This is an optimization exercise on Yosys and OpenROAD, whose aim is small area, a short achievable clock period and few clock cycles, not a production implementation.
The RTL was checked by simulation tests, not by an equivalence proof against the original design.
No activity file was given, so power comes from the tool's default toggle rates.

build 89:
// ATCONV
module  ATCONV(
	input		clk,
	input		reset,
	output	reg	busy,
	input		ready,
	output reg	[11:0]	iaddr,
	input signed [12:0]	idata,
	output	reg 	cwr,
	output reg	[11:0]	caddr_wr,
	output reg 	[12:0] 	cdata_wr,
	output	reg 	crd,
	output reg	[11:0] 	caddr_rd,
	input 	[12:0] 	cdata_rd,
	output reg 	csel
	);
For scale: ~180 flip-flops, about 11000 um2 of cells after synthesis.
clock: 8.0 ns
lec_check: 0
abc_clock_period_in_ps: 2500
cap_margin: 20
core_margin: 2
core_utilization: 40
cts_buf_list: sky130_fd_sc_hd__clkbuf_8
setup_slack_margin: 5
slew_margin: 20
standard.sh (not shown) runs the stock make flow with config.mk's settings and CLKGATE_MAP_FILE= SYNTH_SCRIPT=/design/flow/synth_recipe.tcl, a recipe that flattens the netlist after the stock synthesis.
==> flow/flow/run.sh <==
#!/bin/bash
set -euo pipefail
export BUFFER_PORTS_ARGS="-buffer_cell sky130_fd_sc_hd__buf_1"
bash standard.sh SETUP_SLACK_MARGIN=5.35 finish > standard.log 2>&1
Testbench counts of build 89, summed over its fixed seeds: cycles 102,972.
Setup changes, build 89 to build 82
Settings: CTS_BUF_LIST no longer set, was sky130_fd_sc_hd__clkbuf_8; CORE_UTILIZATION now 60, was 40.
==> flow/run.sh (new file) <==
#!/bin/bash
# synth_recipe.tcl (not shown) runs the flow's synth.tcl, then flattens the netlist and writes it again
# the make line also repeats each setting of config.mk as NAME=value (left out here)
make -C /OpenROAD-flow-scripts/flow DESIGN_CONFIG=/design/flow/config.mk WORK_HOME=/design/flow/orfs CLKGATE_MAP_FILE= SYNTH_SCRIPT=/design/flow/synth_recipe.tcl finish
removed: flow/flow/run.sh
removed: flow/standard.sh
Findings:
Compared with build 89, build 82 shows power that has gone down slightly.
Higher count of fill cells added during filler insertion was reported by build 89, not build 82.
Delta (build 82 minus build 89): final period demand of the worst path climbed 0.31 ns, count of plain and timing-repair buffers in the layout now sits lower, routed wire length saw a decrease.
Compared to build 89, build 82 has combinational share of power 5.6 points lower.
[build 82 vs build 89] worst-case register-to-register setup slack: lower in build 82
Of build 82 and build 89, build 89 shows the lower met3 track utilization from global routing, with build 82 above it.
Edits applied to the flow inputs when going from build 82 to build 38:
Settings: changing CORE_UTILIZATION from 60 to 40.
==> flow/flow/run.sh (new file) <==
#!/bin/bash
set -euo pipefail
export BUFFER_PORTS_ARGS="-buffer_cell sky130_fd_sc_hd__buf_1"
bash standard.sh SETUP_SLACK_MARGIN=5.3 finish > standard.log 2>&1
==> flow/standard.sh (new file) <==
#!/bin/bash
# synth_recipe.tcl (not shown) runs the flow's synth.tcl, then flattens the netlist and writes it again
# the make line also repeats each setting of config.mk as NAME=value (left out here)
make -C /OpenROAD-flow-scripts/flow DESIGN_CONFIG=/design/flow/config.mk WORK_HOME=/design/flow/orfs CLKGATE_MAP_FILE= SYNTH_SCRIPT=/design/flow/synth_recipe.tcl "${@:-finish}"
removed: flow/run.sh
==> comparison <==
Re area of the core: build 38 and build 82 aren't equal, and the higher value belongs to build 38. Build 38 against build 82; total die area is up by more than a quarter. Relative to build 82, build 38 improves least setup slack across all paths after layout. In the tables for build 38 and build 82, final cell count reads higher with build 38. Run comparison: build 38 class of the most critical setup path reg -> reg; build 82 class of the most critical setup path reg -> out. Delta (build 38 minus build 82): first-pass detailed-route iteration total went down 2, storage element area +0.46%.
The inputs of build 87 differ from those of build 38 as listed below.
Settings: an added CTS_BUF_LIST of sky130_fd_sc_hd__clkbuf_8.
==> flow/run.sh (new file) <==
#!/bin/bash
# synth_recipe.tcl (not shown) runs the flow's synth.tcl, then flattens the netlist and writes it again
# the make line also repeats each setting of config.mk as NAME=value (left out here)
make -C /OpenROAD-flow-scripts/flow DESIGN_CONFIG=/design/flow/config.mk WORK_HOME=/design/flow/orfs CLKGATE_MAP_FILE= SYNTH_SCRIPT=/design/flow/synth_recipe.tcl finish
removed: flow/flow/run.sh
removed: flow/standard.sh
==> run notes <==
Critical path depth (lower): build 87. Build 87 falls short of build 38 in global-route wire length before repair. Taking build 38 as the reference point, the final critical-path share of the clock period of build 87 rises by 3.1 points. Of build 87 and build 38, it is build 87 that has the lower number of nets in the layout. The type of the worst setup path comes out reg -> reg in one run and reg -> out in the other, namely in build 38 and build 87 respectively. A worst setup path endpoint of Vb[11]$_DFFE_PN_ is what build 38 shows, while caddr_wr[6] belongs to build 87.

========
== ember ==
Starting RTL as in the previous note.
clock: 8.0 ns
lec_check: 0
abc_clock_period_in_ps: 1500
cap_margin: 20
core_margin: 2
core_utilization: 40
cts_buf_list: sky130_fd_sc_hd__clkbuf_8
setup_slack_margin: 5
slew_margin: 20
==> flow/flow/run.sh <==
#!/bin/bash
set -euo pipefail
export BUFFER_PORTS_ARGS="-buffer_cell sky130_fd_sc_hd__buf_1"
bash standard.sh SETUP_SLACK_MARGIN=5.3 finish > standard.log 2>&1
ember: all stages complete, timing, DRC and antenna checks passed
Testbench counts of ember, summed over its fixed seeds: cycles 102,972.
--- input diff ember..quartz ---
Settings: swapping 1500 for 2500 in ABC_CLOCK_PERIOD_IN_PS; putting TNS_END_PERCENT at 10 where nothing was set.
[summary]
- Status | quartz and ember | clean
- In the flow results for quartz and ember, the total number of nets in the final design is smaller on quartz.
- Relative to ember, area growth from synthesis to final layout has decreased by 3.5 points in quartz.
- quartz can be clocked slower than ember.
- On total power, the higher figure sits with ember, not quartz.
- Relative area of non-clock buffer cells in the final design in quartz is 1.5 points lower than in ember
- Setup slack: quartz less than ember
- Status: proportion of cell area spent on the clock network parity (quartz, ember)
- [compare] base=ember new=quartz: final-layout clock buffer total went down 1, global-route met1 utilization went down by 0.28 points, area of all placed cells without fillers saw a decrease.
diff inputs: quartz => cedar
Settings: TNS_END_PERCENT: 10 -> unset.
==> flow/flow/run.sh <==
#!/bin/bash
set -euo pipefail
export BUFFER_PORTS_ARGS="-buffer_cell sky130_fd_sc_hd__buf_1"
bash standard.sh SETUP_SLACK_MARGIN=5.5 finish > standard.log 2>&1
Results
The met1 wire length of cedar is higher than that of quartz.
Compared with quartz, total met2 wirelength after detailed routing in cedar increased by more than 10%.
Relative to quartz, the path length in cells of the critical path of cedar is higher by 11.
Diff quartz -> cedar: vias after detailed routing increased by about 6% relative to the old numbers, total power increased by about 11% relative to the old numbers.
The final reports for cedar and quartz show net load switching power higher in the former.
Comparing cedar and quartz, the higher non-clock buffer count was measured on cedar.
Portion of total power attributed to combinational logic came out higher on cedar than on quartz.
Buffers plus inverters on the worst setup path for cedar: 2 up relative to quartz
Taking quartz as the reference point, the highest attainable clock frequency of cedar falls by 0.96%.
Comparing cedar against quartz, there is no change at all in number of antenna violations at the first check in global routing.
In summary, cedar completed successfully, with a layout that passed the timing, DRC and antenna checks.
quartz vs cedar, last element of the critical path: iaddr[3] vs cdata_wr[8]
Input-level comparison between maple and cedar:
Settings: removing CTS_BUF_LIST (formerly sky130_fd_sc_hd__clkbuf_8).
==> flow/flow/run.sh <==
#!/bin/bash
# The standard layout, with plain buf_1 cells as the port buffers
# (buffer_ports otherwise picks a delay buffer of twice the area).
set -euo pipefail
export BUFFER_PORTS_ARGS="-buffer_cell sky130_fd_sc_hd__buf_1"
bash standard.sh "$@" > standard.log 2>&1
==> run notes <==
Taking maple as 1.0, cedar lands at 1.9 on count of non-CTS buffers in the layout. The run showing the smaller final period demand of the worst path is cedar. Going from cedar to maple, number of logic stages on the critical path including buffering -1, critical path data arrival time has increased. maple: PASS, flow complete, no timing, DRC or antenna violations. Post-route cell area, maple and cedar: smaller value in maple. maple ended with less non-clock buffering overhead in the final layout than cedar. For number of global-route vias before repair, dividing the value from cedar by the value from maple gives 1.05.
Here is what was changed in the inputs of raven compared with maple.
Settings: CTS_CLUSTER_SIZE now 30, previously not set; CTS_CLUSTER_DIAMETER now 150, previously not set.
==> flow/flow/run.sh <==
#!/bin/bash
set -euo pipefail
export BUFFER_PORTS_ARGS="-buffer_cell sky130_fd_sc_hd__buf_1"
bash standard.sh SETUP_SLACK_MARGIN=5.3 finish > standard.log 2>&1
==> run notes <==
Wire length on met1 went up by a few percent going from maple to raven.
Looking at part of the total power dissipated in combinational logic, raven sits 2.9 points higher than maple does.
Summary of the comparison: areal power density over the cells is lower in raven, relative to maple.
Taking maple as the reference, in raven total negative slack for setup checks level, routed wire length on met3 grew by about 4%.
In the flow results for maple and raven, the switching power share of the total is smaller on maple.
Re non-clock buffer count: raven is 39 up on maple.
Final worst-path setup slack: higher on raven
[compare] base=maple new=raven: cell area went up; global-route usage closely matched the old numbers.

==> what the ideal ports hide <==
The flow's constraints put no driver on any port. The routed layouts listed below were extracted and timed again, unchanged, in two steps.
Step 1 assumes that a clkbuf_16 drives the clock port and a buf_2 every other input.
Step 2 also shifts input and output timing later by t, the mid clock arrival at the registers, as if the neighbouring blocks saw the same clock.
Three values: no drivers, after step 1, after step 2; two values: the first two.
run	shift t [ns]	setup slack, ns	hold WS [ns]	worst setup path after step 2	cell pins on the clock port's net
build 89	0.510	5.330 / 5.302 / 5.330	0.433 / 0.433 / 0.433	register to register	1
build 82	0.486	5.023 / 4.975 / 5.069	0.428 / 0.428 / 0.428	input to register	1
build 38	0.475	5.316 / 5.306 / 5.316	0.426 / 0.426 / 0.426	register to register	1
build 87	0.509	5.066 / 5.024 / 5.080	0.431 / 0.431 / 0.431	input to register	1
ember	0.503	5.312 / 5.272 / 5.341	0.428 / 0.428 / 0.428	register to register	1
quartz	0.506	5.290 / 5.246 / 5.293	0.424 / 0.424 / 0.424	register to register	1
cedar	0.500	5.264 / 5.264 / 5.264	0.430 / 0.430 / 0.430	register to register	1
maple	0.477	5.113 / 5.098 / 5.113	0.424 / 0.424 / 0.424	register to register	1
raven	0.475	5.316 / 5.306 / 5.316	0.426 / 0.426 / 0.426	register to register	1
After both steps setup and hold are still met in every run listed.
